Source: an optimization exercise on an open RTL-to-GDS flow (aim: small area and a short achievable clock period). Production flows keep margins and buffers that such runs may drop. Only simulation tests tie the RTL to the original design; equivalence was not proved. No activity file was given, so power comes from the tool's default toggle rates. The flow treats the clock pin as an ideal source, which a real chip does not have.

==> onyx: inputs <==
## mul_A
module mul_A (CLK, RESETn, a, b, y);
	input CLK;
	input RESETn;
	input [31:0] a, b;
	output [63:0] y;
	reg [31:0] b0;
	reg d0_n0;
	reg d0_o0;
	reg d0_t0;
	reg d0_n1;
	reg d0_o1;
	reg d0_t1;
	reg d0_n2;
	reg d0_o2;
	reg d0_t2;
	reg d0_n3;
	reg d0_o3;
	reg d0_t3;
	reg a0_7;
	reg a0_8;
	reg a0_9;
	reg a0_10;
	reg a0_11;
	reg a0_12;
	reg a0_13;
	reg a0_14;
	reg a0_15;
	reg a0_16;
	reg a0_17;
	reg a0_18;
	reg a0_19;
	reg a0_20;
	reg a0_21;
	reg a0_22;
	reg a0_23;
	reg a0_24;
	reg a0_25;
	reg a0_26;
	reg a0_27;
	reg a0_28;
	reg a0_29;
	reg a0_30;
	reg a0_31;
	reg m1_0_0;
	reg m1_0_1;
	reg m1_1_0;
	reg m1_2_0;
	reg m1_2_1;
	reg m1_3_0;
	reg m1_3_1;
	reg m1_4_0;
	reg m1_4_1;
	reg m1_5_0;
	reg m1_5_1;
	reg m1_6_0;
	reg m1_6_1;
	reg m1_7_0;
	reg m1_7_1;
	reg m1_8_0;
	reg m1_8_1;
	reg m1_9_0;
	reg m1_9_1;
	reg m1_10_0;
	reg m1_10_1;
	reg m1_11_0;
	reg m1_11_1;
	reg m1_12_0;
	reg m1_12_1;
	reg m1_13_0;
	reg m1_13_1;
	reg m1_14_0;
	reg m1_14_1;
	reg m1_15_0;
	reg m1_15_1;
	reg m1_16_0;
	reg m1_16_1;
	reg m1_17_0;
	reg m1_17_1;
	reg m1_18_0;
	reg m1_18_1;
	reg m1_19_0;
	reg m1_19_1;
	reg m1_20_0;
	reg m1_20_1;
	reg m1_21_0;
	reg m1_21_1;
	reg m1_22_0;
	reg m1_22_1;
	reg m1_23_0;
	reg m1_23_1;
	reg m1_24_0;
	reg m1_24_1;
	reg m1_25_0;
	reg m1_25_1;
	reg m1_26_0;
	reg m1_26_1;
	reg m1_27_0;
	reg m1_27_1;
	reg m1_28_0;
	reg m1_28_1;
	reg m1_29_0;
	reg m1_29_1;
	reg m1_30_0;
	reg m1_30_1;
	reg m1_31_0;
	reg m1_31_1;
	reg m1_32_0;
	reg m1_32_1;
	reg m1_33_0;
	reg m1_33_1;
	reg m1_34_0;
	reg m1_34_1;
	reg m1_35_0;
	reg m1_35_1;
	reg m1_36_0;
	reg m1_36_1;
	reg m1_37_0;
	reg m1_37_1;
	reg m1_38_0;
	reg m1_38_1;
	reg m1_39_0;
	reg m1_39_1;
	reg nd1;
	reg [31:0] b1;
	reg d1_n4;
	reg d1_o4;
	reg d1_t4;
	reg d1_n5;
	reg d1_o5;
	reg d1_t5;
	reg a1_11;
	reg a1_12;
	reg a1_13;
	reg a1_14;
	reg a1_15;
	reg a1_16;
	reg a1_17;
	reg a1_18;
	reg a1_19;
	reg a1_20;
	reg a1_21;
  ...
clock: 5.0 ns
lec_check: 0
cap_margin: 20
core_margin: 2
core_utilization: 55
cts_cluster_diameter: 120
cts_cluster_size: 30
setup_slack_margin: 2.95
slew_margin: 20
synth_hierarchical: 1
synth_minimum_keep_size: 0
run.sh (not shown) runs the stock make flow with config.mk's settings and CLKGATE_MAP_FILE= SYNTH_SCRIPT=/design/flow/synth_recipe.tcl, a recipe that flattens the netlist after the stock synthesis.
==> violet: changes against onyx <==
Settings changed: CTS_CLUSTER_SIZE 30 to 32, SETUP_SLACK_MARGIN 2.95 to 2.8.
==> delta: changes against onyx <==
Settings changed: CTS_CLUSTER_DIAMETER 120 to 70, CTS_CLUSTER_SIZE 30 to 32, SETUP_SLACK_MARGIN 2.95 to 2.85.
==> summary.txt <==
| metric | violet | delta | onyx |
|---|---|---|---|
| Pre-CTS worst setup slack | 2.12 ns | 2.33 ns | 2.24 ns |
| Number of placed instances, taps included | 6,658 | 6,657 | 6,651 |
| Non-clk bufs | 200 | 198 | 241 |
| Global-route wire length before repair | 186 mm | 191 mm | 190 mm |
| Wire per inst | 17.0 um | 17.1 um | 17.7 um |
| Number of H-tree branching levels | 3 | 4 | 3 |
| Transition at the pin with the smallest max-transition slack | 0.835 ns | 0.811 ns | 0.837 ns |
| Final core utilization | 59.7% | 61.4% | 61.0% |
| Max stage delay on crit path | 0.39 ns | 0.55 ns | 0.53 ns |
| Library cell appearing most often on the critical path | - | sky130_fd_sc_hd__fa_2 | sky130_fd_sc_hd__fa_2 |
| Area fraction of clock buffers and clock inverters | 2.97% | 5.36% | 3.10% |
| Status | no timing/DRC/antenna violations | no timing/DRC/antenna violations | no timing/DRC/antenna violations |
| Reported clock group power | 9040 uW | 12,400 uW | 9260 uW |
| Headroom to the max-slew limit | 44.3% | 46.0% | 44.2% |
| GRT met2 Usage | 29.7% | 30.1% | 30.5% |
| Combinational-cell power consumption | 11,300 uW | 11,300 uW | 11,900 uW |
| Slack of the worst reg-to-reg path | 2.78 ns | 2.77 ns | 2.74 ns |
| Number of nets in the layout | 5,643 | 5,681 | 5,689 |
| Required time of the worst setup path | 5.64 ns | 5.62 ns | 5.63 ns |
| Number of buffers and inverters on the critical path | 0 | 1 | 2 |
| Clock buffer count from CTS | 91 | 131 | 96 |

[static timing again, ports no longer ideal]
How much do the figures lean on ideal ports? The routed layouts below were timed once more, with nothing changed but the port constraints.
Step 1 (the two cells are an assumption about what drives the block):
set clk [get_ports {CLK}]
set_driving_cell -lib_cell sky130_fd_sc_hd__clkbuf_16 $clk
set_driving_cell -lib_cell sky130_fd_sc_hd__buf_2 [delete_from_list [all_inputs] $clk]
Step 2 times the ports against the registers' clock, not the clock port: input delays grow and output delays shrink by t, the midpoint of the rising clock arrivals with the driver on.
a / b / c = ideal ports / drivers / drivers and shift; a / b = the first two.
run | shift t [ns] | setup slack, ns | worst setup path at the end | clock arrival spread, ns
onyx | 0.810 | 2.742 / 2.742 / 2.742 | register to register | 0.043 / 0.044
violet | 0.806 | 2.777 / 2.746 / 2.777 | register to register | 0.044 / 0.044
delta | 0.834 | 2.774 / 2.701 / 2.774 | register to register | 0.044 / 0.044
After both steps setup and hold are still met in every run listed.
